Context: an optimization exercise on an open-source flow, tuned for small area and a short achievable clock period. The choices shown serve that exercise and are no tape-out recipe.
Where RTL was checked, it was by simulation tests only, not by an equivalence proof against the original.
Function not checked in runs 1 to 4: the RTL went through the layout flow alone.
Power figures rest on the tool's default switching activity, not on a simulated workload.

--- flow/config.mk ---
export PLATFORM = sky130hd
export DESIGN_NAME = matrix_multi
export DESIGN_NICKNAME = matrix_multi
export VERILOG_FILES = /design/flow/design.v
export SDC_FILE = /design/flow/constraint.sdc
export NUM_CORES = 8
export LEC_CHECK = 0
export ABC_AREA = 1
export CAP_MARGIN = 20
export CORE_MARGIN = 2
export CORE_UTILIZATION = 55
export CTS_CLUSTER_DIAMETER = 100
export CTS_CLUSTER_SIZE = 24
export SLEW_MARGIN = 20
--- flow/flow/abc_area.script ---
strash
dch
map -D 2500
topo
stime -c
buffer -c
upsize -D 2500
dnsize -D 2500
--- flow/constraint.sdc ---
create_clock -name core_clock -period 13.0 [get_ports {clk}]
set_input_delay 2.6000 -clock core_clock [delete_from_list [all_inputs] [get_ports {clk}]]
set_output_delay 2.6000 -clock core_clock [all_outputs]
set_load 0.01 [all_outputs]
--- flow/flow/run.sh ---
#!/bin/bash
# Own layout flow: the standard ORFS layout (standard.sh) with
#  - ABC mapping aimed at a 2.5 ns logic delay (flow/abc_area.script in a
#    copy of the ORFS scripts) instead of minimum delay everywhere,
#  - port buffers of a stronger drive,
#  - timing repair aimed below the clock period.
set -euo pipefail
cp -r "$FLOW_HOME/scripts" scripts
cp flow/abc_area.script scripts/abc_area.script
export SCRIPTS_DIR="$PWD/scripts"
export BUFFER_PORTS_ARGS="-buffer_cell sky130_fd_sc_hd__buf_4"
export SETUP_SLACK_MARGIN=9.2
bash standard.sh > standard.log 2>&1
--- flow/standard.sh ---
#!/bin/bash
# synth_recipe.tcl (not shown) runs the flow's synth.tcl, then flattens the netlist and writes it again
# the make line also repeats each setting of config.mk as NAME=value (left out here)
make -C /OpenROAD-flow-scripts/flow DESIGN_CONFIG=/design/flow/config.mk WORK_HOME=/design/flow/orfs CLKGATE_MAP_FILE= SYNTH_SCRIPT=/design/flow/synth_recipe.tcl "${@:-finish}"
--- flow/design.v ---
module fmulc #(parameter [31:0] A = 32'h3f800000, parameter R = 0) (
input  wire clk,
input  wire [31:0] x,
output wire [31:0] p
);
localparam [7:0]  EA = A[30:23];
localparam integer CM  = (A[22:20] == 3'b000) ? 1 :
                         (A[22:20] == 3'b010) ? 5 :
                         (A[22:20] == 3'b100) ? 3 :
                         (A[22:20] == 3'b011) ? 11 : 7;
localparam integer TOP = (CM == 1) ? 24 : (CM == 3) ? 25 : (CM == 11) ? 27 : 26;
localparam [24:0] K = ((64'd1 << TOP) + CM - 1) / CM;
wire [23:0] mx = {1'b1, x[22:0]};
wire [27:0] prod = (CM == 1)  ? {4'd0, mx} :
                   (CM == 3)  ? {3'd0, mx, 1'b0} + {4'd0, mx} :
                   (CM == 5)  ? {2'd0, mx, 2'd0} + {4'd0, mx} :
                   (CM == 11) ? {1'd0, mx, 3'd0} + {3'd0, mx, 1'b0} + {4'd0, mx} :
                                {1'd0, mx, 3'd0} - {4'd0, mx};
wire ovf = ({1'b0, mx} >= K);
wire [22:0] m = ovf ? prod[TOP-1 -: 23] : prod[TOP-2 -: 23];
wire [7:0] e0 = x[30:23] + (EA - 8'd127);
wire [7:0] e1 = x[30:23] + (EA - 8'd126);
wire [7:0] e = ovf ? e1 : e0;
wire [31:0] pp = (x[30:23] == 8'd0) ? 32'd0 :
                 (x[30:23] == 8'hff) ? 32'h7f800000 :
                 {A[31] ^ x[31], e, m};
pipe #(.W(32), .EN(R)) pr(clk, pp, p);
endmodule
module pipe #(parameter W = 1, parameter EN = 1) (
input  wire clk,
input  wire [W-1:0] d,
output wire [W-1:0] q
);
generate
  if (EN) begin : g_reg
    reg [W-1:0] r;
    always @(posedge clk) r <= d;
    assign q = r;
  end else begin : g_wire
    assign q = d;
  end
endgenerate
endmodule
module bkadd #(parameter N = 26) (
input  wire [N-1:0] a,
input  wire [N-1:0] b,
input  wire cin,
output wire [N-1:0] s,
output wire cout
);
reg [N:0] g, p;
integer l, i;
always @(*) begin
  g = {a & b, cin};
  p = {a ^ b, 1'b0};
  for (l = 1; l < 8; l = l + 1) begin
    for (i = (1 << l) - 1; i <= N; i = i + (1 << l)) begin
      g[i] = g[i] | (p[i] & g[i - (1 << (l-1))]);
      p[i] = p[i] & p[i - (1 << (l-1))];
    end
  end
  for (l = 7; l >= 1; l = l - 1) begin
    for (i = (1 << l) + (1 << (l-1)) - 1; i <= N; i = i + (1 << l)) begin
      g[i] = g[i] | (p[i] & g[i - (1 << (l-1))]);
      p[i] = p[i] & p[i - (1 << (l-1))];
    end
  end
end
assign s = (a ^ b) ^ g[N-1:0];
assign cout = g[N];
endmodule
module cmpgt #(parameter N = 31) (
input  wire [N-1:0] a,
input  wire [N-1:0] b,
output wire gt
);
reg [31:0] g, e;
integer l, i;
always @(*) begin
  g = 32'd0;
  e = {32{1'b1}};
  for (i = 0; i < N; i = i + 1) begin
    g[i] = a[i] & ~b[i];
    e[i] = ~(a[i] ^ b[i]);
  end
  for (l = 0; l < 5; l = l + 1)
    for (i = 0; i < (16 >> l); i = i + 1) begin
      g[i] = g[2*i+1] | (e[2*i+1] & g[2*i]);
      e[i] = e[2*i+1] & e[2*i];
    end
end
assign gt = g[0];
endmodule
module fadd #(parameter RA = 0, parameter RB = 0, parameter RC = 0, parameter RD = 1) (
input  wire clk,
input  wire [31:0] a,
input  wire [31:0] b,
output wire [31:0] s
);
wire [8:0] dab9 = {1'b0, a[30:23]} - {1'b0, b[30:23]};
wire [7:0] dba = b[30:23] - a[30:23];
wire eeq = ~|dab9[7:0];
wire egt = ~dab9[8] & ~eeq;
wire mgt;
cmpgt #(23) cm(a[22:0], b[22:0], mgt);
wire agt = egt | (eeq & mgt);
wire [7:0] d = egt ? dab9[7:0] : dba;
wire [7:0]  a_emax = agt ? a[30:23] : b[30:23];
wire [22:0] a_mbig = agt ? a[22:0] : b[22:0];
wire [22:0] a_msml = agt ? b[22:0] : a[22:0];
wire a_sgn = agt ? a[31] : b[31];
wire a_sub = a[31] ^ b[31];
wire a_kill = |d[7:5];
wire [4:0] a_sh = d[4:0];
wire [7:0]  b_emax;
wire [22:0] b_mbig, b_msml;
wire b_sgn, b_sub, b_kill;
wire [4:0] b_sh;
pipe #(.W(8+23+23+1+1+1+5), .EN(RA)) pa(clk,
  {a_emax, a_mbig, a_msml, a_sgn, a_sub, a_kill, a_sh},
  {b_emax, b_mbig, b_msml, b_sgn, b_sub, b_kill, b_sh});
wire [23:0] b_msh = (b_kill ? 24'd0 : ({1'b1, b_msml} >> b_sh)) ^ {24{b_sub}};
wire [7:0]  c_emax;
wire [22:0] c_mbig;
wire [23:0] c_msh;
wire c_sgn, c_sub;
pipe #(.W(8+23+24+1+1), .EN(RB)) pb(clk,
  {b_emax, b_mbig, b_msh, b_sgn, b_sub},
  {c_emax, c_mbig, c_msh, c_sgn, c_sub});
wire [24:0] c_r;
wire c_co;
bkadd #(25) cadd({1'b0, 1'b1, c_mbig}, {c_sub, c_msh}, c_sub, c_r, c_co);
wire [7:0]  c_emax1 = c_emax + 8'd1;
wire [7:0]  d_emax1;
wire [24:0] d_r;
wire d_sgn;
pipe #(.W(8+25+1), .EN(RC)) pc(clk,
  {c_emax1, c_r, c_sgn},
  {d_emax1, d_r, d_sgn});
function [4:0] lzc32(input [31:0] v);
  reg [15:0] z1v; reg [15:0] z1c;
  reg [7:0] z2v; reg [15:0] z2c;
  reg [3:0] z3v; reg [11:0] z3c;
  reg [1:0] z4v; reg [7:0] z4c;
  integer k;
  begin
    for (k = 0; k < 16; k = k + 1) begin
      z1v[k] = v[2*k+1] | v[2*k];
      z1c[k] = ~v[2*k+1];
    end
    for (k = 0; k < 8; k = k + 1) begin
      z2v[k] = z1v[2*k+1] | z1v[2*k];
      z2c[2*k+1 -: 2] = z1v[2*k+1] ? {1'b0, z1c[2*k+1]} : {1'b1, z1c[2*k]};
    end
    for (k = 0; k < 4; k = k + 1) begin
      z3v[k] = z2v[2*k+1] | z2v[2*k];
      z3c[3*k+2 -: 3] = z2v[2*k+1] ? {1'b0, z2c[4*k+3 -: 2]} : {1'b1, z2c[4*k+1 -: 2]};
    end
    for (k = 0; k < 2; k = k + 1) begin
      z4v[k] = z3v[2*k+1] | z3v[2*k];
      z4c[4*k+3 -: 4] = z3v[2*k+1] ? {1'b0, z3c[6*k+5 -: 3]} : {1'b1, z3c[6*k+2 -: 3]};
    end
    lzc32 = z4v[1] ? {1'b0, z4c[7:4]} : {1'b1, z4c[3:0]};
  end
endfunction
wire tiny = ~|d_r[24:2];
wire [4:0] lz = tiny ? (d_r[1] ? 5'd21 : 5'd22) : lzc32({d_r, 7'd0});
wire [24:0] r1 = lz[4] ? {d_r[8:0], 16'd0} : d_r;
wire [24:0] r2 = lz[3] ? {r1[16:0], 8'd0} : r1;
wire [24:0] r3 = lz[2] ? {r2[20:0], 4'd0} : r2;
wire [24:0] r4 = lz[1] ? {r3[22:0], 2'd0} : r3;
wire [24:0] r5 = lz[0] ? {r4[23:0], 1'b0} : r4;
wire [7:0] e_n = d_emax1 - {3'd0, lz};
wire [31:0] d_s = {d_sgn, e_n, r5[23:1]};
pipe #(.W(32), .EN(RD)) pd(clk, d_s, s);
endmodule
module matrix_multi(input clk,
input wire rst,                  
input wire in_valid,             
input wire[127:0] buff_x,
output wire out_valid,           
output wire[95:0] buff_y);
localparam MR = 1;
localparam A1 = 0, B1 = 1, C1 = 1, D1 = 1;
localparam A2 = 0, B2 = 1, C2 = 1, D2 = 1;
localparam XR = 1;
localparam LAT = XR + MR + A1 + B1 + C1 + D1 + A2 + B2 + C2 + D2;
wire [127:0] xr;
pipe #(.W(128), .EN(XR)) px(clk, buff_x, xr);
wire [31:0] x1 = xr[127:96];
wire [31:0] x2 = xr[95:64];
wire [31:0] x3 = xr[63:32];
wire [31:0] x4 = xr[31:0];
wire [31:0] mul00, mul01, mul02, mul03;
wire [31:0] mul10, mul11, mul12, mul13;
wire [31:0] mul20, mul21, mul22, mul23;
fmulc #(32'h3f000000, MR) mult00(clk, x1, mul00);   
fmulc #(32'hbfc00000, MR) mult01(clk, x2, mul01);   
fmulc #(32'hbf400000, MR) mult02(clk, x3, mul02);   
fmulc #(32'hbf600000, MR) mult03(clk, x4, mul03);   
fmulc #(32'h3f400000, MR) mult10(clk, x1, mul10);   
fmulc #(32'h3f000000, MR) mult11(clk, x2, mul11);   
assign mul12 = mul02;                                    
fmulc #(32'hbfa00000, MR) mult13(clk, x4, mul13);   
assign mul20 = mul10;                                    
fmulc #(32'hbe000000, MR) mult21(clk, x2, mul21);   
fmulc #(32'h3fb00000, MR) mult22(clk, x3, mul22);   
fmulc #(32'h3e800000, MR) mult23(clk, x4, mul23);   
wire [31:0] s00, s01, s10, s11, s20, s21;
fadd #(A1, B1, C1, D1) ad00(clk, mul00, mul01, s00);
fadd #(A1, B1, C1, D1) ad01(clk, mul02, mul03, s01);
fadd #(A1, B1, C1, D1) ad10(clk, mul10, mul11, s10);
fadd #(A1, B1, C1, D1) ad11(clk, mul12, mul13, s11);
fadd #(A1, B1, C1, D1) ad20(clk, mul20, mul21, s20);
fadd #(A1, B1, C1, D1) ad21(clk, mul22, mul23, s21);
fadd #(A2, B2, C2, D2) ad02(clk, s00, s01, buff_y[95:64]);
fadd #(A2, B2, C2, D2) ad12(clk, s10, s11, buff_y[63:32]);
fadd #(A2, B2, C2, D2) ad22(clk, s20, s21, buff_y[31:0]);
reg [LAT-1:0] valid_pipe;
always @(posedge clk)
  if (rst) valid_pipe <= {LAT{1'b0}};
  else     valid_pipe <= {valid_pipe[LAT-2:0], in_valid};
assign out_valid = valid_pipe[LAT-1];
endmodule
==> results of run 1 <==
==> flip-flops by register name, summed over array words and instances (netlist names), 56 cells and up <==
name             flops
ad00.pb.g_reg.r     56
ad01.pb.g_reg.r     56
ad11.pb.g_reg.r     57
ad10.pb.g_reg.r     57
ad21.pb.g_reg.r     57
px.g_reg.r         128
ad20.pb.g_reg.r     57
ad02.pb.g_reg.r     57
ad12.pb.g_reg.r     57
ad22.pb.g_reg.r     57
==> timing repair <==
item	CTS	global route
setup buffers	247	260
hold buffers	0	0
cloned	82	29
pin swaps	193	397
endpoints found under the setup margin	635	429
resized for setup	1190	1299
==> path summary, 6_finish.rpt <==
kind                                       startpoint                  end  slack [ps]  cells after the start
worst max register to register  mult10.pr.g_reg.r[23]   ad10.pb.g_reg.r[7]        8820                     26
worst min-delay path               ad21.pc.g_reg.r[0]  ad21.pd.g_reg.r[31]         320                      0
worst min register to register     ad21.pc.g_reg.r[0]  ad21.pd.g_reg.r[31]         320                      0
worst max-delay path            mult10.pr.g_reg.r[23]   ad10.pb.g_reg.r[7]        8820                     26
==> report_power, final <==
part           total, W  internal (W)  switching, W
registers       0.00804       0.00653       0.00151
clock network   0.00274       0.00114       0.00161
logic            0.0216       0.00841        0.0132
==> kinds of logic after synthesis <==
group,Yosys count
AND/OR/NAND/NOR,4096
AO/OA/AOI/OAI,2929
buffers and inverters,1803
flip-flops,1534
adder cells (fa/ha/maj),909
XOR/XNOR,648
multiplexers,176
==> final cells by class <==
cell class,instances,share of cell area [%]
antenna,6,0.0137
clock buffer,82,1.84
clock inverter,16,0.167
inverter,1336,4.85
multi-input combinational,8771,53.9
sequential,1534,28.3
tap,2175,2.49
timing repair buffer,869,8.24
timing repair inverter,34,0.198
==> per-layer routing <==
metal	vias to the layer above	wire [um]
met4	24	13500
met2	3979	132000
met3	922	24700
met1	40294	131000
met5	-	162
li1	40898	-
==> critical path: stages (launching register included) <==
cell	delay [ps]
dfxtp_2	350
inv_2	40
ha_4	170
fa_2	390
o31ai_4	280
a211oi_2	120
a21oi_2	130
nand2_1	100
a211oi_2	340
buf_4	180
nand4_1	140
nand2_4	160
buf_12	160
buf_6	120
buf_16	130
buf_4	110
nand2_2	50
o21ai_4	80
nand2_1	90
nand2_2	190
nand2_2	60
o21ai_2	90
a21oi_1	90
o21ai_1	120
nand2_2	100
a21oi_2	160
xor2_1	140
==> Yosys cell counts (61+ instances only) <==
master and instances:
dfxtp_1 1534, inv_1 1291, nand2_1 2320, nor3_1 128, a31oi_1 88, ha_1 749, nand4_1 61, a21oi_1 899
o21ai_1 95, nor2_1 1083, a211oi_1 62, nand3_1 376, fa_1 160, xnor2_1 84, xor2_1 564, buf_2 61
mux2i_1 176, o21ai_0 1483, clkbuf_1 377
==> stage by stage <==
| stage | setup WS (ps) | hold slack [ps] | instance area [um^2] |
|---|---|---|---|
| 2_1_floorplan | 9350 | 310 | 90100 |
| 3_3_place_gp | 7780 | 310 | 93300 |
| 3_5_place_dp | 7750 | 313 | 93300 |
| 4_1_cts | 8980 | 321 | 102000 |
| 5_1_grt | 8540 | 335 | 109000 |
| 6_report | 8820 | 322 | 109000 |
==> metrics.md, run 1 <==
| Metric | Value |
|---|---|
| Static Leak | `about 50 nW` |
| Met3 Resource Use GR | `4.89%` |
| Final Max Tran Viols | `0` |
| Synthesized flop and latch total | `approximately 1500` |
| Htree depth | `3` |
| Post-Synthesis Cells | `~12000` |
| Seq/Total Area, Yosys | `about a third` |
| Yosys synthesis warning count | `8` |
| GRT Max-Usage Layer | `met2` |
| WP data arrival | `about 4900 ps` |
| Share of layout cells above drive strength 1 | `19.8%` |
| Sequential Area | `just over 0.03 mm^2` |
| Die area | `0.167 mm^2` |
| GRT met1 Usage | `between 40% and 50%` |
| WL/cell | `20.3 um` |
| Top cells by area, synth | `dfxtp_1 34%, ha_1 10%, nand2_1 9.7%` |
| Syn nets | `13135` |
| Syn_area_per_cell | `between 7 and 8 um^2` |
| Most frequent cells in the layout | `2079 x nand2_1, 1379 x dfxtp_1, 1215 x inv_1, 1046 x o21ai_0, 954 x nor2_1` |
| Final Util | `approximately 67%` |
| Clock Path Buffers | `3` |
| Synthesized area | `0.0901 mm^2` |
| 1st-pass router iterations | `8` |
| Synth cell types | `69` |
| DP Wirelength | `between 200 and 250 mm` |
| CP Capture Type | `flip-flop` |
| Mux share of post-synthesis cell area | `under 10%` |
| Layout fillers | `around 13000` |
| CTS tree | `yes` |
| CP startpoint kind | `flip-flop` |
| Compound-Gate Fraction of Synth Area | `17.7%` |
| Root Driver | `clkbuf_16` |
| Vias/cell | `roughly 5.8` |
| Total congestion overflow | `0` |
| Num rows | `about 150` |
| Total track usage | `32.8%` |
| Area Overhead vs Synth | `21.3%` |
| Worst Tran Pin Value | `between 1000 and 1500 ps` |
| Min cycle time layout | `4180 ps` |
| Worst slew margin | `between 10% and 20%` |
| Most used DFF post-synth | `dfxtp_1` |
| Area of the multi-input gates | `around 0.06 mm^2` |
| Top-area cell type share of the netlist area | `between 30% and 40%` |
| CP max FO | `6` |
| Via count | `86117` |
| Asr flop ratio synth | `0%` |
| Grt met2 use | `between 50% and 60%` |
| Main combinational cell family by area after synthesis | `simple AND/OR/NAND/NOR gates` |
| Core area | `0.163 mm^2` |
| Final Hold Vio Count | `0` |
| Num CTS Buffers | `between 70 and 80` |
| Initial antenna violation count | `27` |
| Post-synth EDFFs | `0` |
| FMAX | `239 MHz` |
| Status | `complete, no violations` |
| Routed Antenna Nets | `0` |
| Final Wtd Congestion | `around 1.0` |
| Cell taking the most area after synthesis | `dfxtp_1` |
| Initial DRC count | `approximately 9200` |
| Overall Power | `between 0.03 and 0.04 W` |
| Commonest non-fill, non-tap cell in the layout | `nand2_1` |
| Pwr dens | `297 mW/mm^2` |
| Layout Skew | `~47 ps` |
| Placed cells | `~14000` |
| Number of setup violations in the final report | `0` |
| DIE WIDTH | `~410 um` |
| Clock transition at the registers of the reported paths | `about 110 ps` |
| Crit path kind | `reg2reg` |
| Final net count | `between 10000 and 15000` |
| Post-Route WL | `301 mm` |
| IO Pins | `around 230` |
| Critical Path RT | `13670 ps` |
| Largest net degree at the start of global routing | `56` |
| Max Cap Violations | `0` |
| First-pass GRT wire length | `~440 mm` |
| Starting Density | `a little under three fifths` |
| Number of global-route vias before repair | `between 70000 and 80000` |
| Clk latency of the worst-skew pair | `about 740 ps` |
| Die H | `409 um` |
| DRC viols | `0` |
| Xor-xnor portion of the synthesized cell area | `under 10%` |
| Peak VDD IR | `about 280 uV` |
| Period utilization | `32.2%` |
| Simple logic cell fraction of the synthesized area | `18.3%` |
| TritonCTS Sinks | `~1500` |
| RSZ-0062 raised after global routing | `true` |
| Setup TNS | `0 ps` |
| Adder-cell area share of the yosys netlist | `around 14%` |
| Finished Layout Cells | `between 10000 and 15000` |
| Tightest Hold Check Type | `reg2reg` |
| Port Buffer Count | `approximately 230` |
==> inputs of run 2 (changes only) <==
--- a/flow/design.v
+++ b/flow/design.v
@@ -93,3 +93,16 @@
 endmodule
-module fadd #(parameter RA = 0, parameter RB = 0, parameter RC = 0, parameter RD = 1) (
+module fexp (
+input  wire [7:0] ea,
+input  wire [7:0] eb,
+output wire [7:0] x
+);
+wire [8:0] dab9 = {1'b0, ea} - {1'b0, eb};
+wire [7:0] dba = eb - ea;
+wire eeq = ~|dab9[7:0];
+wire egt = ~dab9[8] & ~eeq;
+wire [7:0] d = egt ? dab9[7:0] : dba;
+assign x = {egt, eeq, |d[7:5], d[4:0]};
+endmodule
+module fadd #(parameter RA = 0, parameter RB = 0, parameter RC = 0, parameter RD = 1,
+              parameter PRE = 0) (
 input  wire clk,
@@ -97,8 +110,15 @@
 input  wire [31:0] b,
+input  wire [7:0] xe,
 output wire [31:0] s
 );
-wire [8:0] dab9 = {1'b0, a[30:23]} - {1'b0, b[30:23]};
-wire [7:0] dba = b[30:23] - a[30:23];
-wire eeq = ~|dab9[7:0];
-wire egt = ~dab9[8] & ~eeq;
+wire [7:0] xi;
+generate
+  if (PRE) begin : g_pre
+    assign xi = xe;
+  end else begin : g_exp
+    fexp fe(a[30:23], b[30:23], xi);
+  end
+endgenerate
+wire egt = xi[7];
+wire eeq = xi[6];
 wire mgt;
@@ -106,3 +126,2 @@
 wire agt = egt | (eeq & mgt);
-wire [7:0] d = egt ? dab9[7:0] : dba;
 wire [7:0]  a_emax = agt ? a[30:23] : b[30:23];
@@ -112,4 +131,4 @@
 wire a_sub = a[31] ^ b[31];
-wire a_kill = |d[7:5];
-wire [4:0] a_sh = d[4:0];
+wire a_kill = xi[5];
+wire [4:0] a_sh = xi[4:0];
 wire [7:0]  b_emax;
@@ -193,27 +212,44 @@
 wire [31:0] x4 = xr[31:0];
+wire [31:0] mp00, mp01, mp02, mp03, mp10, mp11, mp13, mp21, mp22, mp23;
 wire [31:0] mul00, mul01, mul02, mul03;
 wire [31:0] mul10, mul11, mul12, mul13;
+wire [31:0] mp12, mp20;
 wire [31:0] mul20, mul21, mul22, mul23;
-fmulc #(32'h3f000000, MR) mult00(clk, x1, mul00);   
-fmulc #(32'hbfc00000, MR) mult01(clk, x2, mul01);   
-fmulc #(32'hbf400000, MR) mult02(clk, x3, mul02);   
-fmulc #(32'hbf600000, MR) mult03(clk, x4, mul03);   
-fmulc #(32'h3f400000, MR) mult10(clk, x1, mul10);   
-fmulc #(32'h3f000000, MR) mult11(clk, x2, mul11);   
+fmulc #(32'h3f000000, 0) mult00(clk, x1, mp00);   
+fmulc #(32'hbfc00000, 0) mult01(clk, x2, mp01);   
+fmulc #(32'hbf400000, 0) mult02(clk, x3, mp02);   
+fmulc #(32'hbf600000, 0) mult03(clk, x4, mp03);   
+fmulc #(32'h3f400000, 0) mult10(clk, x1, mp10);   
+fmulc #(32'h3f000000, 0) mult11(clk, x2, mp11);   
+assign mp12 = mp02;
 assign mul12 = mul02;                                    
-fmulc #(32'hbfa00000, MR) mult13(clk, x4, mul13);   
+fmulc #(32'hbfa00000, 0) mult13(clk, x4, mp13);   
+assign mp20 = mp10;
 assign mul20 = mul10;                                    
-fmulc #(32'hbe000000, MR) mult21(clk, x2, mul21);   
-fmulc #(32'h3fb00000, MR) mult22(clk, x3, mul22);   
-fmulc #(32'h3e800000, MR) mult23(clk, x4, mul23);   
+fmulc #(32'hbe000000, 0) mult21(clk, x2, mp21);   
+fmulc #(32'h3fb00000, 0) mult22(clk, x3, mp22);   
+fmulc #(32'h3e800000, 0) mult23(clk, x4, mp23);   
+wire [7:0] xp00, xp01, xp10, xp11, xp20, xp21;
+fexp fe00(mp00[30:23], mp01[30:23], xp00);
+fexp fe01(mp02[30:23], mp03[30:23], xp01);
+fexp fe10(mp10[30:23], mp11[30:23], xp10);
+fexp fe11(mp12[30:23], mp13[30:23], xp11);
+fexp fe20(mp20[30:23], mp21[30:23], xp20);
+fexp fe21(mp22[30:23], mp23[30:23], xp21);
+wire [7:0] xe00, xe01, xe10, xe11, xe20, xe21;
+pipe #(.W(10*32 + 6*8), .EN(MR)) pm(clk,
+  {mp00, mp01, mp02, mp03, mp10, mp11, mp13, mp21, mp22, mp23,
+   xp00, xp01, xp10, xp11, xp20, xp21},
+  {mul00, mul01, mul02, mul03, mul10, mul11, mul13, mul21, mul22, mul23,
+   xe00, xe01, xe10, xe11, xe20, xe21});
 wire [31:0] s00, s01, s10, s11, s20, s21;
-fadd #(A1, B1, C1, D1) ad00(clk, mul00, mul01, s00);
-fadd #(A1, B1, C1, D1) ad01(clk, mul02, mul03, s01);
-fadd #(A1, B1, C1, D1) ad10(clk, mul10, mul11, s10);
-fadd #(A1, B1, C1, D1) ad11(clk, mul12, mul13, s11);
-fadd #(A1, B1, C1, D1) ad20(clk, mul20, mul21, s20);
-fadd #(A1, B1, C1, D1) ad21(clk, mul22, mul23, s21);
-fadd #(A2, B2, C2, D2) ad02(clk, s00, s01, buff_y[95:64]);
-fadd #(A2, B2, C2, D2) ad12(clk, s10, s11, buff_y[63:32]);
-fadd #(A2, B2, C2, D2) ad22(clk, s20, s21, buff_y[31:0]);
+fadd #(A1, B1, C1, D1, 1) ad00(clk, mul00, mul01, xe00, s00);
+fadd #(A1, B1, C1, D1, 1) ad01(clk, mul02, mul03, xe01, s01);
+fadd #(A1, B1, C1, D1, 1) ad10(clk, mul10, mul11, xe10, s10);
+fadd #(A1, B1, C1, D1, 1) ad11(clk, mul12, mul13, xe11, s11);
+fadd #(A1, B1, C1, D1, 1) ad20(clk, mul20, mul21, xe20, s20);
+fadd #(A1, B1, C1, D1, 1) ad21(clk, mul22, mul23, xe21, s21);
+fadd #(A2, B2, C2, D2, 0) ad02(clk, s00, s01, 8'd0, buff_y[95:64]);
+fadd #(A2, B2, C2, D2, 0) ad12(clk, s10, s11, 8'd0, buff_y[63:32]);
+fadd #(A2, B2, C2, D2, 0) ad22(clk, s20, s21, 8'd0, buff_y[31:0]);
 reg [LAT-1:0] valid_pipe;
==> flow/flow/abc_area.script (replaced) <==
strash
dch
map -D 2200
topo
stime -c
buffer -c
upsize -D 2200
dnsize -D 2200
==> run 2 against run 1 <==
Net effect:
- still clean on timing, DRC and antenna
- sequential power rose by 4.9%
- die area rose by 1.7%
- routed wire length fell by 1.6%
- clock skew fell by 4.6 ps
- synthesized area rose by 1.8%
- power fell by 5.1%
- largest power group unchanged
==> metrics.md, run 2 <==
| Metric | Value |
|---|---|
| CP startpoint kind | `flip-flop` |
| DIE WIDTH | `between 400 and 500 um` |
| Synthesized area | `a little over 0.09 mm^2` |
| Clk latency of the worst-skew pair | `about 750 ps` |
| Cell taking the most area after synthesis | `dfxtp_1` |
| Post-Route WL | `around 300 mm` |
| Core area | `0.165 mm^2` |
| Num CTS Buffers | `78` |
| Via count | `between 80000 and 90000` |
| First-pass GRT wire length | `between 400 and 500 mm` |
| R2R cell count | `31` |
| Worst Tran Pin Value | `1290 ps` |
| IO Pins | `about 230` |
| Final Wtd Congestion | `between 1 and 1.5` |
| DP Wirelength | `219 mm` |
| Fin Hold WS | `roughly 330 ps` |
| Hold path start | `ad20.pc.g_reg.r[0]` |
| Max reg flops | `340` |
| Root Driver | `clkbuf_16` |
| Largest net degree at the start of global routing | `103` |
| Total track usage | `between 30% and 40%` |
| Slowest CP cell | `dfxtp_4` |
| Die H | `between 400 and 500 um` |
| Top cells by area, synth | `dfxtp_1 35%, ha_1 10%, nand2_1 8.9%` |
| DRC viols | `0` |
| Number of setup violations in the final report | `0` |
| Clock transition at the registers of the reported paths | `approximately 100 ps` |
| Vias/cell | `5.72` |
| Setup TNS | `0 ps` |
| # hold bufs at CTS | `0` |
| Max incr delay on CP | `roughly 400 ps` |
| Share of layout cells above drive strength 1 | `a little under a fifth` |
| Reg-to-reg endpoint | `pm.g_reg.r[224]` |
| TritonCTS Sinks | `roughly 1600` |
| Final Hold Vio Count | `0` |
| Worst slew margin | `between 10% and 20%` |
| Final net count | `about 14000` |
| Number of global-route vias before repair | `around 77000` |
| Critical Path RT | `approximately 14000 ps` |
| Post-Synthesis Cells | `12066` |
| RSZ-0062 raised after global routing | `true` |
| Initial DRC count | `7857` |
| Hold EP | `ad20.pd.g_reg.r[31]` |
| Most used cell, CP | `buf_6` |
| 1st-pass router iterations | `8` |
| Die area | `about 0.17 mm^2` |
| Most frequent cells in the layout | `2051 x nand2_1, 1361 x dfxtp_1, 1154 x inv_1, 1007 x nor2_1, 995 x o21ai_0` |
| Most used DFF post-synth | `dfxtp_1` |
| WP data arrival | `roughly 4700 ps` |
| Clock Path Buffers | `3` |
| Yosys synthesis warning count | `10` |
| Commonest non-fill, non-tap cell in the layout | `nand2_1` |
| Num rows | `between 100 and 150` |
| Htree depth | `3` |
| Synth cell types | `75` |
| Biggest regs | `pm.g_reg.r x340, px.g_reg.r x128` |
| Initial antenna violation count | `30` |
| Most common cell in the netlist | `nand2_1` |
| Worst reg-to-reg setup slack | `8960 ps` |
| WL/cell | `about 20 um` |
| Reg2reg start | `px.g_reg.r[98]` |
| Synthesized flop and latch total | `approximately 1600` |
| Syn_area_per_cell | `7.60 um^2` |
| Syn nets | `roughly 13000` |
| Seq/Total Area, Yosys | `34.5%` |
| Post-synth EDFFs | `0` |
| Peak VDD IR | `296 uV` |
| Starting Density | `~55%` |
| Period utilization | `a little under a third` |
| Top-area cell type share of the netlist area | `34.5%` |
| Final Max Tran Viols | `0` |
| Pwr dens | `281 mW/mm^2` |
| Total congestion overflow | `0` |
| Most flops, register | `pm.g_reg.r` |
| Layout fillers | `13920` |
| FMAX | `around 250 MHz` |
| Layout Skew | `42.6 ps` |
| Tightest Hold Check Type | `reg2reg` |
| Static Leak | `approximately 50 nW` |
| Area Overhead vs Synth | `19.3%` |
| CP Capture Type | `flip-flop` |
| Overall Power | `around 0.03 W` |
| Routed Antenna Nets | `0` |
| Asr flop ratio synth | `0%` |
| Crit path kind | `reg2reg` |
| Max Cap Violations | `0` |
| CP max FO | `5` |
| CTS tree | `yes` |
| Min cycle time layout | `between 4000 and 5000 ps` |
| Port Buffer Count | `between 200 and 250` |
| Hold depth | `0` |
| Status | `complete, no violations` |
| Synth top cells by count | `2183 x nand2_1, 1581 x dfxtp_1, 1376 x o21ai_0, 1277 x inv_1, 1115 x nor2_1` |
run 2: cell types whose count changed after synthesis, moves of 36 or more:
cell,delta
a21oi_1,-72
dfxtp_1,+47
mux2_2,+47
mux2i_1,+48
nand2_1,-137
nand3_1,+36
o211ai_1,+54
o21ai_0,-107
o21ai_1,-38
run 2: kinds of logic (layout without fill, tap and decap cells):
kind of cell               after synthesis  after routing  synth area share [%]
and+or+nand+nor                       4044           4061                  18.0
adders and majority gates              910            910                  13.7
other                                    0              3                     0
DFF                                   1581           1581                  34.5
buffers and inverters                 1799           2259                  7.54
xor gates and xnor gates               637            637                  6.08
muxes                                  271            271                  3.02
AOI/OAI and AO/OA                     2824           2826                  17.1
run 2: worst max path at each step:
stage	slack, ps	start	endpoint	depth (start not counted)
floorplan	9210	px.g_reg.r[98]	pm.g_reg.r[12]	23
global placement	7700	px.g_reg.r[34]	pm.g_reg.r[21]	25
detailed placement	7630	px.g_reg.r[44]	pm.g_reg.r[21]	24
CTS	8950	px.g_reg.r[36]	pm.g_reg.r[21]	26
global route	8800	ad10.pd.g_reg.r[24]	ad12.pb.g_reg.r[3]	26
finish	8960	px.g_reg.r[98]	pm.g_reg.r[224]	31
run 2: layout make-up:
| class | count | area (um^2) | area share (%) |
|---|---|---|---|
| repair inverters | 12 | 66.3 | 0.0606 |
| diodes | 3 | 7.51 | 0.00686 |
| clock inverters | 16 | 205 | 0.188 |
| repair buffers | 827 | 8320 | 7.61 |
| clock buffers | 83 | 2040 | 1.87 |
| flip-flops and latches | 1581 | 32100 | 29.3 |
| inverters | 1321 | 5160 | 4.72 |
| well taps | 2189 | 2740 | 2.50 |
| multi-input cells | 8705 | 58800 | 53.8 |
run 2: what timing repair did:
action,in CTS,in global routing
gates cloned,49,40
buffers inserted,248,236
gates resized for setup,877,1371
endpoints found under the setup margin,601,496
pin swaps,183,475
run 2: layer usage:
layer  routed length (um)  track usage [%]  up-vias
li1                     -                -    40845
met1               130000             44.9    39388
met2               134000             52.0     3303
met3                20400             3.71      683
met4                11600             9.29       16
met5                  109                0        -
run 2: per-stage QoR:
| step | util (%) | std cells | instance area, um^2 | setup WS [ps] |
|---|---|---|---|---|
| finish | 66.2 | 14737 | 109000 | 8960 |
| global placement | 57.3 | 14061 | 94700 | 7700 |
| CTS | 61.9 | 14457 | 102000 | 8950 |
| global route | 66.2 | 14734 | 109000 | 8800 |
| floorplan | - | 12066 | 91800 | 9210 |
| detailed placement | 57.3 | 14061 | 94700 | 7630 |
run 2: critical path: cells and delay by family, from the launching register on:
kind / cells / cell delay (ps)
fa+ha+maj: 1 / 140
simple gates: 2 / 210
buf+inv: 23 / 2510
flops: 1 / 400
compound gates: 5 / 630
run 2: where the power goes:
part	total (W)	leakage [nW]	switching, W	internal [W]
clock	0.00280	1.10	0.00163	0.00117
combinational	0.0195	35.6	0.0120	0.00751
sequential	0.00843	13.4	0.00171	0.00672
==> inputs of run 3 (changes only) <==
==> flow/flow/abc_area.script (replaced) <==
strash
dch
map -D 2500
topo
stime -c
buffer -c
upsize -D 2500
dnsize -D 2500
==> run 3 against run 2 <==
Net effect:
- still clean
- sequential power barely moved
- first-iteration DRC count down 0.79%
- design area is 0.26% higher
- core utilization increased by 0.40 points
- routed wire length shrank 0.26%
- flip-flop and latch count stayed put
- synthesized area down 0.66%
- largest cell class unchanged
- largest power group unchanged
==> metrics.md, run 3 <==
| Metric | Value |
|---|---|
| Worst slew margin | `slightly below 30%` |
| Die H | `~410 um` |
| Largest net degree at the start of global routing | `58` |
| Number of global-route vias before repair | `between 70000 and 80000` |
| DP Area | `about 0.094 mm^2` |
| Top-area cell type share of the netlist area | `a little over a third` |
| Routed Antenna Nets | `0` |
| Vias/cell | `5.72` |
| Gate power share | `63.1%` |
| Synth cell types | `slightly below 80` |
| Synthesized flop and latch total | `about 1600` |
| Cell taking the most area after synthesis | `dfxtp_1` |
| Worst Tran Pin Value | `~1100 ps` |
| Flop pwr share | `approximately 28%` |
| Syn_area_per_cell | `~7.6 um^2` |
| CTS tree | `yes` |
| Peak VDD IR | `roughly 310 uV` |
| Core area | `between 0.15 and 0.2 mm^2` |
| Biggest regs | `pm.g_reg.r x340, px.g_reg.r x128` |
| Setup TNS | `0 ps` |
| Total congestion overflow | `0` |
| Layout Skew | `~46 ps` |
| Layout fillers | `about 14000` |
| WL/cell | `20.2 um` |
| Slowest CP cell | `dfxtp_2` |
| Pwr dens | `about 280 mW/mm^2` |
| Area of the multi-input gates | `about 0.06 mm^2` |
| Synth top cells by count | `2054 x nand2_1, 1581 x dfxtp_1, 1427 x o21ai_0, 1278 x inv_1, 1134 x nor2_1` |
| DIE WIDTH | `roughly 400 um` |
| Psw | `0.0151 W` |
| CP max FO | `8` |
| RSZ-0062 raised after global routing | `true` |
| Num CTS Buffers | `78` |
| Final net count | `between 10000 and 15000` |
| Top cells by area, synth | `dfxtp_1 35%, ha_1 10%, nand2_1 8.5%` |
| Area Overhead vs Synth | `20.4%` |
| Crit path kind | `reg2reg` |
| Asr flop ratio synth | `0%` |
| Initial antenna violation count | `26` |
| Final Max Tran Viols | `0` |
| 1st-pass router iterations | `8` |
| Min cycle time layout | `approximately 4200 ps` |
| Sequential Area | `~0.032 mm^2` |
| IO Pins | `roughly 230` |
| Clk latency of the worst-skew pair | `~760 ps` |
| DRC viols | `0` |
| Post-Synthesis Cells | `11941` |
| Yosys synthesis warning count | `10` |
| Max incr delay on CP | `between 300 and 400 ps` |
| Clock power share | `a little under a tenth` |
| Most frequent cells in the layout | `1910 x nand2_1, 1326 x dfxtp_1, 1160 x inv_1, 1013 x nor2_1, 996 x o21ai_0` |
| Max Cap Violations | `0` |
| Number of setup violations in the final report | `0` |
| WP data arrival | `about 4900 ps` |
| Static Leak | `between 40 and 50 nW` |
| Final Hold Vio Count | `0` |
| Post-synth EDFFs | `0` |
| Port Buffer Count | `227` |
| Tightest Hold Check Type | `reg2reg` |
| Status | `complete, no violations` |
| Syn nets | `roughly 13000` |
| FMAX | `~240 MHz` |
| Share of layout cells above drive strength 1 | `between 20 and 25%` |
| Via count | `83778` |
| Num rows | `149` |
| Most flops, register | `pm.g_reg.r` |
| Clock transition at the registers of the reported paths | `approximately 90 ps` |
| Net Sw Frac | `49.6%` |
| Starting Density | `between 50% and 60%` |
| Internal power | `~0.015 W` |
| Post-Route WL | `about 300 mm` |
| Most used DFF post-synth | `dfxtp_1` |
| CP Capture Type | `flip-flop` |
| Critical Path RT | `approximately 14000 ps` |
| Htree depth | `3` |
| Period utilization | `32.6%` |
| Clock Path Buffers | `3` |
| Most common cell in the netlist | `nand2_1` |
| Initial DRC count | `7795` |
| First-pass GRT wire length | `approximately 430 mm` |
| TritonCTS Sinks | `about 1600` |
| Die area | `0.169 mm^2` |
| Synthesized area | `0.0911 mm^2` |
| Root Driver | `clkbuf_16` |
| Seq/Total Area, Yosys | `between 30% and 40%` |
| DP Wirelength | `between 200 and 250 mm` |
| Max reg flops | `340` |
| Crit path cell chain | `ha_1, a21oi_1, nor2_1, nor3_2, nand3_2, buf_6, buf_6, buf_12, buf_16, o21ai_4, a21oi_4, nor2_4, inv_2, ha_1, nand2_1, o21ai_1, nand2_1, nand2_1, xor2_1, nor4_4, nand2_1, inv_2, nor2_4, mux2i_1` |
| Final Cell Area | `around 0.11 mm^2` |
| Final Wtd Congestion | `approximately 0.99` |
| CP startpoint kind | `flip-flop` |
| Commonest non-fill, non-tap cell in the layout | `nand2_1` |
| Total track usage | `between 30% and 40%` |
| Most used cell, CP | `nand2_1` |
run 3: cell types whose count changed after synthesis, sizes merged, moves of 14 or more:
cell    change
nand2     -124
nand3      -84
a21oi      +77
o211ai     -54
o21ai      +43
o21a       -35
buf        -29
xor2       +27
or2        +26
clkbuf     +19
nand4      -18
mux2i      +17
nor2       +16
a31oi      +14
run 3: cell families (layout without fill, tap and decap cells):
logic type,after synthesis,after routing,synth area share [%]
and+or+nand+nor,3863,3881,17.3
AOI/OAI and AO/OA,2845,2848,17.1
buffers and inverters,1792,2280,7.55
DFF,1581,1581,34.7
adders and majority gates,910,910,13.8
xor gates and xnor gates,662,662,6.36
muxes,288,288,3.23
other,0,3,0
run 3: worst paths after layout:
path                      startpoint                  end  slack, ps  depth (start not counted)
setup / recovery     px.g_reg.r[113]       pm.g_reg.r[11]       8760                         24
hold / removal    ad12.pc.g_reg.r[0]  ad12.pd.g_reg.r[31]        330                          0
setup reg to reg     px.g_reg.r[113]       pm.g_reg.r[11]       8760                         24
hold reg to reg   ad12.pc.g_reg.r[0]  ad12.pd.g_reg.r[31]        330                          0
run 3: through the flow:
stage,utilization (%),hold slack (ps),instances,power (W),setup slack (ps)
after floorplan,-,310,11941,0.0186,9200
after global placement,57.1,311,13940,0.0228,7770
after detailed placement,57.1,312,13941,0.0231,7710
after CTS,62.0,332,14346,0.0276,8870
after global routing,66.6,336,14639,0.0326,8620
final,66.6,331,14642,0.0305,8760
run 3: metal layers:
metal | track usage (%) | vias up | share of wire (%)
met1 | 44.5 | 39316 | 43
met5 | 0 | - | 0.033
met3 | 3.95 | 646 | 7.2
met4 | 11.6 | 14 | 4.3
met2 | 52.0 | 3419 | 45
li1 | - | 40383 | -
run 3: cell type report:
cell class / count / area share, %
Timing Repair inverter: 12 / 0.0684
Tap cell: 2189 / 2.50
Multi-Input combinational cell: 8589 / 53.7
Clock buffer: 85 / 1.89
Timing Repair Buffer: 847 / 7.63
Clock inverter: 12 / 0.162
Inverter: 1324 / 4.75
Antenna cell: 3 / 0.00684
Sequential cell: 1581 / 29.3
run 3: power by group through the flow:
| stage | Combinational [W] | Clock, W | Sequential (W) |
|---|---|---|---|
| 6_report | 0.0192 | 0.00279 | 0.00845 |
| 5_1_grt | 0.0210 | 0.00300 | 0.00859 |
| 4_1_cts | 0.0164 | 0.00284 | 0.00833 |
| 3_5_place_dp | 0.0147 | 0 | 0.00837 |
| 3_3_place_gp | 0.0145 | 0 | 0.00835 |
| 2_1_floorplan | 0.0109 | 0 | 0.00763 |
run 3: critical path: cells and delay by family (launching register included):
kind / cells / cell delay, ps
AND/OR/NAND/NOR: 10 / 1290
XOR/XNOR: 1 / 330
flip-flops: 1 / 370
multiplexers: 1 / 250
buffers and inverters: 6 / 670
adder cells (fa/ha/maj): 2 / 520
AO/OA/AOI/OAI: 4 / 720
run 3: timing repair:
| action | in CTS | in global routing |
|---|---|---|
| pin swaps | 192 | 474 |
| buffers inserted | 258 | 257 |
| resized for setup | 966 | 1518 |
| endpoints found under the setup margin | 624 | 503 |
| cloned | 50 | 36 |
| hold buffers | 0 | 0 |
==> inputs of run 4 (changes only) <==
==> flow/flow/run.sh (replaced) <==
#!/bin/bash
# Own layout flow: the standard ORFS layout (standard.sh), with port
# buffers of a stronger drive and timing repair aimed below the clock period.
set -euo pipefail
export BUFFER_PORTS_ARGS="-buffer_cell sky130_fd_sc_hd__buf_4"
export SETUP_SLACK_MARGIN=9.2
bash standard.sh > standard.log 2>&1
removed: flow/flow/abc_area.script
==> run 4 against run 3 <==
Net effect:
- still clean on timing, DRC and antenna
- count of clock-buffer cells in the layout rose by 2
- first-iteration DRC count rose by 15%
- combinational power fell by 6%
- core utilization fell by 5.7 points
- clock skew fell by 12 ps
- synthesized area rose by 5.1%
- critical endpoint is now pm.g_reg.r[19]
==> metrics.md, run 4 <==
| Metric | Value |
|---|---|
| Most flops, register | `pm.g_reg.r` |
| Tightest Hold Check Type | `reg2reg` |
| Largest net degree at the start of global routing | `81` |
| Total congestion overflow | `0` |
| Root Driver | `clkbuf_16` |
| CTS tree | `yes` |
| Static Leak | `approximately 51 nW` |
| Die area | `roughly 0.18 mm^2` |
| Worst reg-to-reg setup slack | `approximately 9100 ps` |
| TritonCTS Sinks | `between 1500 and 2000` |
| Status | `complete, no violations` |
| WP data arrival | `4590 ps` |
| Cell taking the most area after synthesis | `dfxtp_1` |
| Htree depth | `3` |
| Reg-to-reg endpoint | `pm.g_reg.r[19]` |
| Period utilization | `between 30% and 40%` |
| CP max FO | `16` |
| WL/cell | `roughly 19 um` |
| Final Wtd Congestion | `around 0.99` |
| Layout Skew | `roughly 34 ps` |
| Max incr delay on CP | `~370 ps` |
| Die H | `about 420 um` |
| IO Pins | `roughly 230` |
| Worst slew margin | `22.6%` |
| Slowest CP cell | `dfxtp_4` |
| Clock Path Buffers | `3` |
| Post-Route WL | `between 200 and 300 mm` |
| Pwr dens | `~280 mW/mm^2` |
| 1st-pass router iterations | `6` |
| Peak VDD IR | `204 uV` |
| DIE WIDTH | `between 400 and 500 um` |
| Biggest regs | `pm.g_reg.r x340, px.g_reg.r x128` |
| Routed Antenna Nets | `0` |
| Commonest non-fill, non-tap cell in the layout | `nand2_1` |
| Most used DFF post-synth | `dfxtp_1` |
| Via count | `~89000` |
| Port Buffer Count | `227` |
| Critical Path RT | `between 10000 and 15000 ps` |
| CP Capture Type | `flip-flop` |
| Synth top cells by count | `2840 x nand2_1, 1871 x nand3_1, 1581 x dfxtp_1, 1313 x inv_1, 940 x o21ai_0` |
| Final Max Tran Viols | `0` |
| Area Overhead vs Synth | `10.3%` |
| Max Cap Violations | `0` |
| Most common cell in the netlist | `nand2_1` |
| Top-area cell type share of the netlist area | `around a third` |
| Clk latency of the worst-skew pair | `760 ps` |
| Clock transition at the registers of the reported paths | `around 90 ps` |
| Num CTS Buffers | `80` |
| CP startpoint kind | `flip-flop` |
| Total track usage | `between 30 and 40%` |
| Syn_area_per_cell | `between 7 and 8 um^2` |
| Synthesized area | `0.0957 mm^2` |
| R2R cell count | `25` |
| Seq/Total Area, Yosys | `between 30% and 40%` |
| Number of global-route vias before repair | `~82000` |
| Max reg flops | `340` |
| Worst Tran Pin Value | `roughly 1200 ps` |
| Num rows | `153` |
| Min cycle time layout | `approximately 3900 ps` |
| Core area | `between 0.15 and 0.2 mm^2` |
| Most used cell, CP | `nand2_1` |
| Share of layout cells above drive strength 1 | `between 10 and 15%` |
| Post-synth EDFFs | `0` |
| Vias/cell | `~5.7` |
| DRC viols | `0` |
| Synthesized flop and latch total | `~1600` |
| Worst Setup EP | `pm.g_reg.r[19]` |
| Setup TNS | `0 ps` |
| Starting Density | `55.2%` |
| Synth cell types | `a little over 70` |
| Initial antenna violation count | `14` |
| First-pass GRT wire length | `between 400 and 500 mm` |
| Yosys synthesis warning count | `10` |
| Worst setup path start | `px.g_reg.r[50]` |
| Syn nets | `~14000` |
| Final net count | `between 10000 and 15000` |
| Number of setup violations in the final report | `0` |
| Crit path kind | `reg2reg` |
| Post-Synthesis Cells | `about 13000` |
| FMAX | `between 200 and 300 MHz` |
| Initial DRC count | `between 8000 and 9000` |
| Reg2reg start | `px.g_reg.r[50]` |
| RSZ-0062 raised after global routing | `true` |
| Asr flop ratio synth | `0%` |
| Final Hold Vio Count | `0` |
| # hold bufs at CTS | `0` |
| Top cells by area, synth | `dfxtp_1 33%, nand2_1 11%, ha_1 9.8%` |
| Fin Hold WS | `332 ps` |
| DP Wirelength | `235 mm` |
| Most frequent cells in the layout | `2782 x nand2_1, 1859 x nand3_1, 1420 x dfxtp_1, 1259 x inv_1, 905 x o21ai_0` |
-- run 4: cell count changes in the layout (fill, tap and decap cells not counted), moves of 91 or more --
cell,previous run,this run
inv_1,1160,1259
o21ai_1,207,74
a21oi_1,771,651
nor2_1,1013,788
nand3_1,296,1859
o21ai_0,996,905
nand2_1,1910,2782
dfxtp_1,1326,1420
mux2i_1,218,113
o21ai_2,242,22
buf_4,579,343
-- run 4: report_power, final --
group          total [W]  switching, W  internal [W]
clock            0.00284       0.00162       0.00122
sequential       0.00847       0.00172       0.00675
combinational     0.0181        0.0118       0.00629
-- run 4: repair_timing --
| item | CTS | global route |
|---|---|---|
| setup endpoints to repair | 541 | 346 |
| pin swaps | 62 | 115 |
| resized for setup | 467 | 374 |
| setup buffers | 79 | 119 |
| cloned | 20 | 19 |
-- run 4: routing by layer --
| metal | share of wire, % | GRT usage (%) | vias to the layer above |
|---|---|---|---|
| met3 | 7.1 | 3.90 | 525 |
| met2 | 44 | 51.0 | 3345 |
| met4 | 3.3 | 9.65 | 2 |
| li1 | - | - | 43665 |
| met1 | 45 | 45.7 | 41314 |
| met5 | 0.0043 | 0 | - |
-- run 4: worst min-delay path by stage --
stage	depth (start not counted)	from	end	slack [ps]
global route	0	ad11.pb.g_reg.r[1]	ad11.pc.g_reg.r[0]	340
finish	0	ad01.pc.g_reg.r[0]	ad01.pd.g_reg.r[31]	330
detailed placement	0	ad01.pc.g_reg.r[0]	ad01.pd.g_reg.r[31]	310
global placement	0	ad11.pc.g_reg.r[0]	ad11.pd.g_reg.r[31]	310
floorplan	0	ad00.pb.g_reg.r[1]	ad00.pc.g_reg.r[0]	310
CTS	0	ad01.pc.g_reg.r[0]	ad01.pd.g_reg.r[31]	330
-- run 4: cells by family after synthesis --
kind of cell | share of synthesized area (%)
xor+xnor | 5.24
mux | 1.78
compound gates | 12.1
fa+ha+maj | 13.1
simple gates | 26.9
buf+inv | 7.80
flops | 33.1
-- run 4: final cells by class --
type / instances / area, um^2
Fill cell: 16106 / 67900
Multi-Input combinational cell: 9675 / 58500
Sequential cell: 1581 / 31900
Inverter: 1393 / 5410
Timing Repair Buffer: 479 / 4340
Tap cell: 2325 / 2910
Clock buffer: 87 / 2140
Clock inverter: 18 / 194
Timing Repair inverter: 12 / 63.8
Antenna cell: 4 / 10.0
-- run 4: critical path, delay by kind of cell, from the launching register on --
| family | cells | cell delay (ps) |
|---|---|---|
| xor+xnor | 1 | 160 |
| fa+ha+maj | 2 | 530 |
| compound gates | 6 | 980 |
| flops | 1 | 370 |
| buf+inv | 4 | 460 |
| simple gates | 12 | 1330 |
-- run 4: per-stage QoR --
step	power (W)	util (%)	setup slack [ps]	std cells	area [um^2]
3_3_place_gp	0.0250	56.8	7840	15228	98500
4_1_cts	0.0286	59.5	9020	15432	103000
3_5_place_dp	0.0254	56.8	7610	15228	98500
6_report	0.0294	60.8	9070	15574	106000
5_1_grt	0.0319	60.8	8810	15571	106000
2_1_floorplan	0.0205	-	9200	13133	95700
==> inputs of run 5 (changes only) <==
--- a/flow/design.v
+++ b/flow/design.v
@@ -1,4 +1,5 @@
-module fmulc #(parameter [31:0] A = 32'h3f800000, parameter R = 0) (
+module fmulc #(parameter [31:0] A = 32'h3f800000, parameter R = 0, parameter EXT = 0) (
 input  wire clk,
 input  wire [31:0] x,
+input  wire [2:0] fl,      
 output wire [31:0] p
@@ -18,3 +19,11 @@
                                 {1'd0, mx, 3'd0} - {4'd0, mx};
-wire ovf = ({1'b0, mx} >= K);
+wire [2:0] fi;
+generate
+  if (EXT) begin : g_ext
+    assign fi = fl;
+  end else begin : g_int
+    fmflag #(A) ff(x, fi);
+  end
+endgenerate
+wire ovf = fi[2];
 wire [22:0] m = ovf ? prod[TOP-1 -: 23] : prod[TOP-2 -: 23];
@@ -23,6 +32,18 @@
 wire [7:0] e = ovf ? e1 : e0;
-wire [31:0] pp = (x[30:23] == 8'd0) ? 32'd0 :
-                 (x[30:23] == 8'hff) ? 32'h7f800000 :
+wire [31:0] pp = fi[1] ? 32'd0 :
+                 fi[0] ? 32'h7f800000 :
                  {A[31] ^ x[31], e, m};
 pipe #(.W(32), .EN(R)) pr(clk, pp, p);
+endmodule
+module fmflag #(parameter [31:0] A = 32'h3f800000) (
+input  wire [31:0] x,
+output wire [2:0] f
+);
+localparam integer CM  = (A[22:20] == 3'b000) ? 1 :
+                         (A[22:20] == 3'b010) ? 5 :
+                         (A[22:20] == 3'b100) ? 3 :
+                         (A[22:20] == 3'b011) ? 11 : 7;
+localparam integer TOP = (CM == 1) ? 24 : (CM == 3) ? 25 : (CM == 11) ? 27 : 26;
+localparam [24:0] K = ((64'd1 << TOP) + CM - 1) / CM;
+assign f = {({2'b01, x[22:0]} >= K), x[30:23] == 8'd0, x[30:23] == 8'hff};
 endmodule
@@ -208,2 +229,17 @@
 pipe #(.W(128), .EN(XR)) px(clk, buff_x, xr);
+wire [2:0] g00, g01, g02, g03, g10, g11, g13, g21, g22, g23;
+wire [2:0] f00, f01, f02, f03, f10, f11, f13, f21, f22, f23;
+fmflag #(32'h3f000000) fg00(buff_x[127:96], g00);
+fmflag #(32'hbfc00000) fg01(buff_x[95:64],  g01);
+fmflag #(32'hbf400000) fg02(buff_x[63:32],  g02);
+fmflag #(32'hbf600000) fg03(buff_x[31:0],   g03);
+fmflag #(32'h3f400000) fg10(buff_x[127:96], g10);
+fmflag #(32'h3f000000) fg11(buff_x[95:64],  g11);
+fmflag #(32'hbfa00000) fg13(buff_x[31:0],   g13);
+fmflag #(32'hbe000000) fg21(buff_x[95:64],  g21);
+fmflag #(32'h3fb00000) fg22(buff_x[63:32],  g22);
+fmflag #(32'h3e800000) fg23(buff_x[31:0],   g23);
+pipe #(.W(30), .EN(XR)) pf(clk,
+  {g00, g01, g02, g03, g10, g11, g13, g21, g22, g23},
+  {f00, f01, f02, f03, f10, f11, f13, f21, f22, f23});
 wire [31:0] x1 = xr[127:96];
@@ -217,16 +253,16 @@
 wire [31:0] mul20, mul21, mul22, mul23;
-fmulc #(32'h3f000000, 0) mult00(clk, x1, mp00);   
-fmulc #(32'hbfc00000, 0) mult01(clk, x2, mp01);   
-fmulc #(32'hbf400000, 0) mult02(clk, x3, mp02);   
-fmulc #(32'hbf600000, 0) mult03(clk, x4, mp03);   
-fmulc #(32'h3f400000, 0) mult10(clk, x1, mp10);   
-fmulc #(32'h3f000000, 0) mult11(clk, x2, mp11);   
+fmulc #(32'h3f000000, 0, XR) mult00(clk, x1, f00, mp00);   
+fmulc #(32'hbfc00000, 0, XR) mult01(clk, x2, f01, mp01);   
+fmulc #(32'hbf400000, 0, XR) mult02(clk, x3, f02, mp02);   
+fmulc #(32'hbf600000, 0, XR) mult03(clk, x4, f03, mp03);   
+fmulc #(32'h3f400000, 0, XR) mult10(clk, x1, f10, mp10);   
+fmulc #(32'h3f000000, 0, XR) mult11(clk, x2, f11, mp11);   
 assign mp12 = mp02;
 assign mul12 = mul02;                                    
-fmulc #(32'hbfa00000, 0) mult13(clk, x4, mp13);   
+fmulc #(32'hbfa00000, 0, XR) mult13(clk, x4, f13, mp13);   
 assign mp20 = mp10;
 assign mul20 = mul10;                                    
-fmulc #(32'hbe000000, 0) mult21(clk, x2, mp21);   
-fmulc #(32'h3fb00000, 0) mult22(clk, x3, mp22);   
-fmulc #(32'h3e800000, 0) mult23(clk, x4, mp23);   
+fmulc #(32'hbe000000, 0, XR) mult21(clk, x2, f21, mp21);   
+fmulc #(32'h3fb00000, 0, XR) mult22(clk, x3, f22, mp22);   
+fmulc #(32'h3e800000, 0, XR) mult23(clk, x4, f23, mp23);   
 wire [7:0] xp00, xp01, xp10, xp11, xp20, xp21;
==> run 5 against run 4 <==
Net effect:
- still clean
- design area down 1.7%
- synthesized cell count shrank 0.49%
- die area about the same
- critical path depth decreased by 24
- global-route usage is 0.37 points lower
- critical path type is now reg2out
- largest cell class unchanged
- highest routed layer unchanged
==> metrics.md, run 5 <==
| Metric | Value |
|---|---|
| Most used DFF post-synth | `dfxtp_1` |
| RSZ-0062 raised after global routing | `true` |
| Initial DRC count | `9248` |
| Cell taking the most area after synthesis | `dfxtp_1` |
| Post-Route WL | `just under 300 mm` |
| Period utilization | `between 20% and 30%` |
| Hold path start | `ad22.pc.g_reg.r[0]` |
| Routed Antenna Nets | `0` |
| Most common cell in the netlist | `nand2_1` |
| Critical path buffers and inverters | `1` |
| DIE WIDTH | `~420 um` |
| FMAX | `about 260 MHz` |
| Min cycle time layout | `around 3800 ps` |
| Clk latency of the worst-skew pair | `760 ps` |
| Initial antenna violation count | `19` |
| Max Cap Violations | `0` |
| WL/cell | `~19 um` |
| Synth cell types | `85` |
| CP max FO | `1` |
| Num rows | `roughly 150` |
| Syn_area_per_cell | `7.32 um^2` |
| Syn nets | `between 10000 and 15000` |
| # hold bufs at CTS | `0` |
| Status | `complete, no violations` |
| Clock transition at the registers of the reported paths | `about 90 ps` |
| WP data arrival | `~1200 ps` |
| Synth top cells by count | `2778 x nand2_1, 1870 x nand3_1, 1595 x dfxtp_1, 1238 x inv_1, 979 x o21ai_0` |
| Total congestion overflow | `0` |
| Share of layout cells above drive strength 1 | `7.86%` |
| Peak VDD IR | `200 uV` |
| 1st-pass router iterations | `12` |
| Die H | `421 um` |
| IO Pins | `roughly 230` |
| First-pass GRT wire length | `approximately 460 mm` |
| Top cells by area, synth | `dfxtp_1 33%, nand2_1 11%, nand3_1 9.8%` |
| Area Overhead vs Synth | `8.41%` |
| Static Leak | `roughly 50 nW` |
| Final Wtd Congestion | `~1.0` |
| Largest net degree at the start of global routing | `96` |
| Most frequent cells in the layout | `2754 x nand2_1, 1865 x nand3_1, 1478 x dfxtp_1, 1217 x inv_1, 968 x o21ai_0` |
| DP Wirelength | `233 mm` |
| Post-synth EDFFs | `0` |
| Slowest CP cell | `dfxtp_2` |
| Worst Tran Pin Value | `1100 ps` |
| Most flops, register | `pm.g_reg.r` |
| Via count | `88768` |
| Final Util | `about three fifths` |
| TritonCTS Sinks | `around 1600` |
| Port Buffer Count | `227` |
| Root Driver | `clkbuf_16` |
| Total track usage | `about a third` |
| CP startpoint kind | `flip-flop` |
| Top-area cell type share of the netlist area | `between 30% and 40%` |
| Synthesized area | `around 0.096 mm^2` |
| Fin Hold WS | `roughly 330 ps` |
| Reg2reg start | `pf.g_reg.r[26]` |
| Num CTS Buffers | `81` |
| Vias/cell | `around 5.8` |
| DRC viols | `0` |
| Number of global-route vias before repair | `around 80000` |
| Max reg flops | `340` |
| Placed cells | `15151` |
| CP top delay family | `flip-flops` |
| Layout fillers | `between 15000 and 20000` |
| Die area | `0.177 mm^2` |
| DP Area | `slightly below 0.1 mm^2` |
| Worst slew margin | `26.3%` |
| Core area | `approximately 0.17 mm^2` |
| Area of the multi-input gates | `0.0576 mm^2` |
| Starting Density | `55.2%` |
| Finished Layout Cells | `15403` |
| Worst setup path start | `ad02.pd.g_reg.r[21]` |
| CTS tree | `yes` |
| Seq/Total Area, Yosys | `roughly a third` |
| Commonest non-fill, non-tap cell in the layout | `nand2_1` |
| Final net count | `14057` |
| Yosys synthesis warning count | `11` |
| Post-Synthesis Cells | `between 10000 and 15000` |
| CP Capture Type | `output pin` |
| Asr flop ratio synth | `0%` |
| Final Cell Area | `approximately 0.10 mm^2` |
| Crit path kind | `reg2out` |
| Sequential Area | `between 0.03 and 0.04 mm^2` |
| Final Hold Vio Count | `0` |
| Biggest regs | `pm.g_reg.r x340, px.g_reg.r x128` |
| Pwr dens | `between 200 and 300 mW/mm^2` |
| Htree depth | `3` |
| Layout Skew | `roughly 36 ps` |
| Final Max Tran Viols | `0` |
| Max incr delay on CP | `~360 ps` |
| Tightest Hold Check Type | `reg2reg` |
| Critical Path RT | `about 10000 ps` |
| Crit path cell chain | `buf_6` |
| Clock Path Buffers | `3` |
| Synthesized flop and latch total | `roughly 1600` |
| Number of setup violations in the final report | `0` |
| Setup TNS | `0 ps` |
==> run 5: cell types whose count changed in the layout (fill, tap and decap cells not counted), sizes merged, moves of 26 or more <==
cell   delta
buf      -94
nand2    -76
inv      -69
o21ai    +65
xor2     -46
ha       -38
nor2     -37
xnor2    +30
nor3     -26
==> run 5: worst paths after layout <==
kind / slack [ps] / cells past startpoint / endpoint
worst max-delay path: 9210 / 1 / buff_y[85]
worst min-delay path: 330 / 0 / ad22.pd.g_reg.r[31]
worst max register to register: 9360 / 18 / pm.g_reg.r[43]
worst min register to register: 330 / 0 / ad22.pd.g_reg.r[31]
==> run 5: layer usage <==
layer / part of all wire [%] / global-route usage, % / vias up
met5: 0.022 / 0 / -
met4: 3.5 / 9.96 / 10
met3: 7.4 / 4.43 / 517
met2: 44 / 49.8 / 3370
met1: 45 / 45.2 / 41327
li1: - / - / 43544
==> run 5: stage by stage <==
step / worst slack (ps) / power, W
floorplan: 9290 / 0.0207
global placement: 8000 / 0.0253
detailed placement: 7960 / 0.0257
CTS: 9090 / 0.0290
global route: 9120 / 0.0323
finish: 9210 / 0.0298
==> run 5: area by class of cell <==
class	count	area share, %
clock inverter	20	0.250
tap	2325	2.81
timing repair buffer	386	3.46
clock buffer	84	1.99
timing repair inverter	15	0.0724
antenna	5	0.0121
sequential	1595	30.9
inverter	1320	4.93
multi-input combinational	9653	55.5
==> run 5: timing repair <==
action                     CTS  global route
hold endpoints to repair     0             0
cloned                      20            27
resized for setup          281           222
setup buffers               25            71
setup endpoints to repair  512           372
pin swaps                   14            30
==> run 5: power breakdown <==
part / switching (W) / leakage, nW / internal (W)
Clock: 0.00165 / 1.13 / 0.00119
Sequential: 0.00167 / 13.5 / 0.00679
Combinational: 0.0121 / 35.2 / 0.00640
Total: 0.0154 / 49.8 / 0.0144
==> run 5: logic make-up (layout without fill, tap and decap cells) <==
family / Yosys count / count (layout) / share of synthesized area, %
multiplexers: 156 / 156 / 1.70
buffers and inverters: 1846 / 1825 / 7.64
adder cells (fa/ha/maj): 874 / 874 / 12.7
AO/OA/AOI/OAI: 2204 / 2212 / 12.9
flip-flops: 1595 / 1595 / 33.4
other: 0 / 5 / 0
XOR/XNOR: 556 / 556 / 5.11
AND/OR/NAND/NOR: 5838 / 5855 / 26.6
==> run 5: worst reg2reg max path, stage by stage (launching register included) <==
cell and delay (ps):
dfxtp_1 320, buf_6 190, a21oi_1 210, o21ai_0 140, nand2_1 190, inv_1 80, ha_1 230, fa_1 480
o21bai_1 170, a21oi_1 110, nor2_1 120, nor2_1 70, o21bai_1 190, xor2_1 110, a211oi_2 210, nand2_1 120
nand2_2 150, o21ai_0 110, o21ai_1 300

## re-timing with driven ports
The results above use ideal ports. As a check the final layouts listed here were re-extracted and re-timed, cells and wires unchanged.
Step 1 (the two cells are an assumption about what drives the block):
set clk [get_ports {clk}]
set_driving_cell -lib_cell sky130_fd_sc_hd__clkbuf_16 $clk
set_driving_cell -lib_cell sky130_fd_sc_hd__buf_2 [delete_from_list [all_inputs] $clk]
Step 2, shift: input delay + t, output delay - t, t = (earliest + latest rising clock arrival at the registers) / 2. This alone moves slack from input paths to output paths.
Slacks: no drivers / after step 1 / after step 2; pairs: no drivers / after step 1.
| run | shift t [ns] | setup WS [ns] | worst hold slack (ns) |
|---|---|---|---|
| run 1 | 0.813 | 8.815 / 8.815 / 8.815 | 0.322 / 0.322 / 0.322 |
| run 2 | 0.826 | 8.963 / 8.963 / 8.963 | 0.330 / 0.330 / 0.330 |
| run 3 | 0.823 | 8.756 / 8.756 / 8.756 | 0.331 / 0.331 / 0.331 |
| run 4 | 0.826 | 9.070 / 9.070 / 9.070 | 0.332 / 0.332 / 0.332 |
| run 5 | 0.830 | 9.206 / 9.122 / 8.787 | 0.333 / 0.333 / 0.333 |
After both steps setup and hold are still met in every run listed. The setup slack of run 5, which loses most, moves by -0.084 ns with the drivers and by -0.419 ns with both steps.
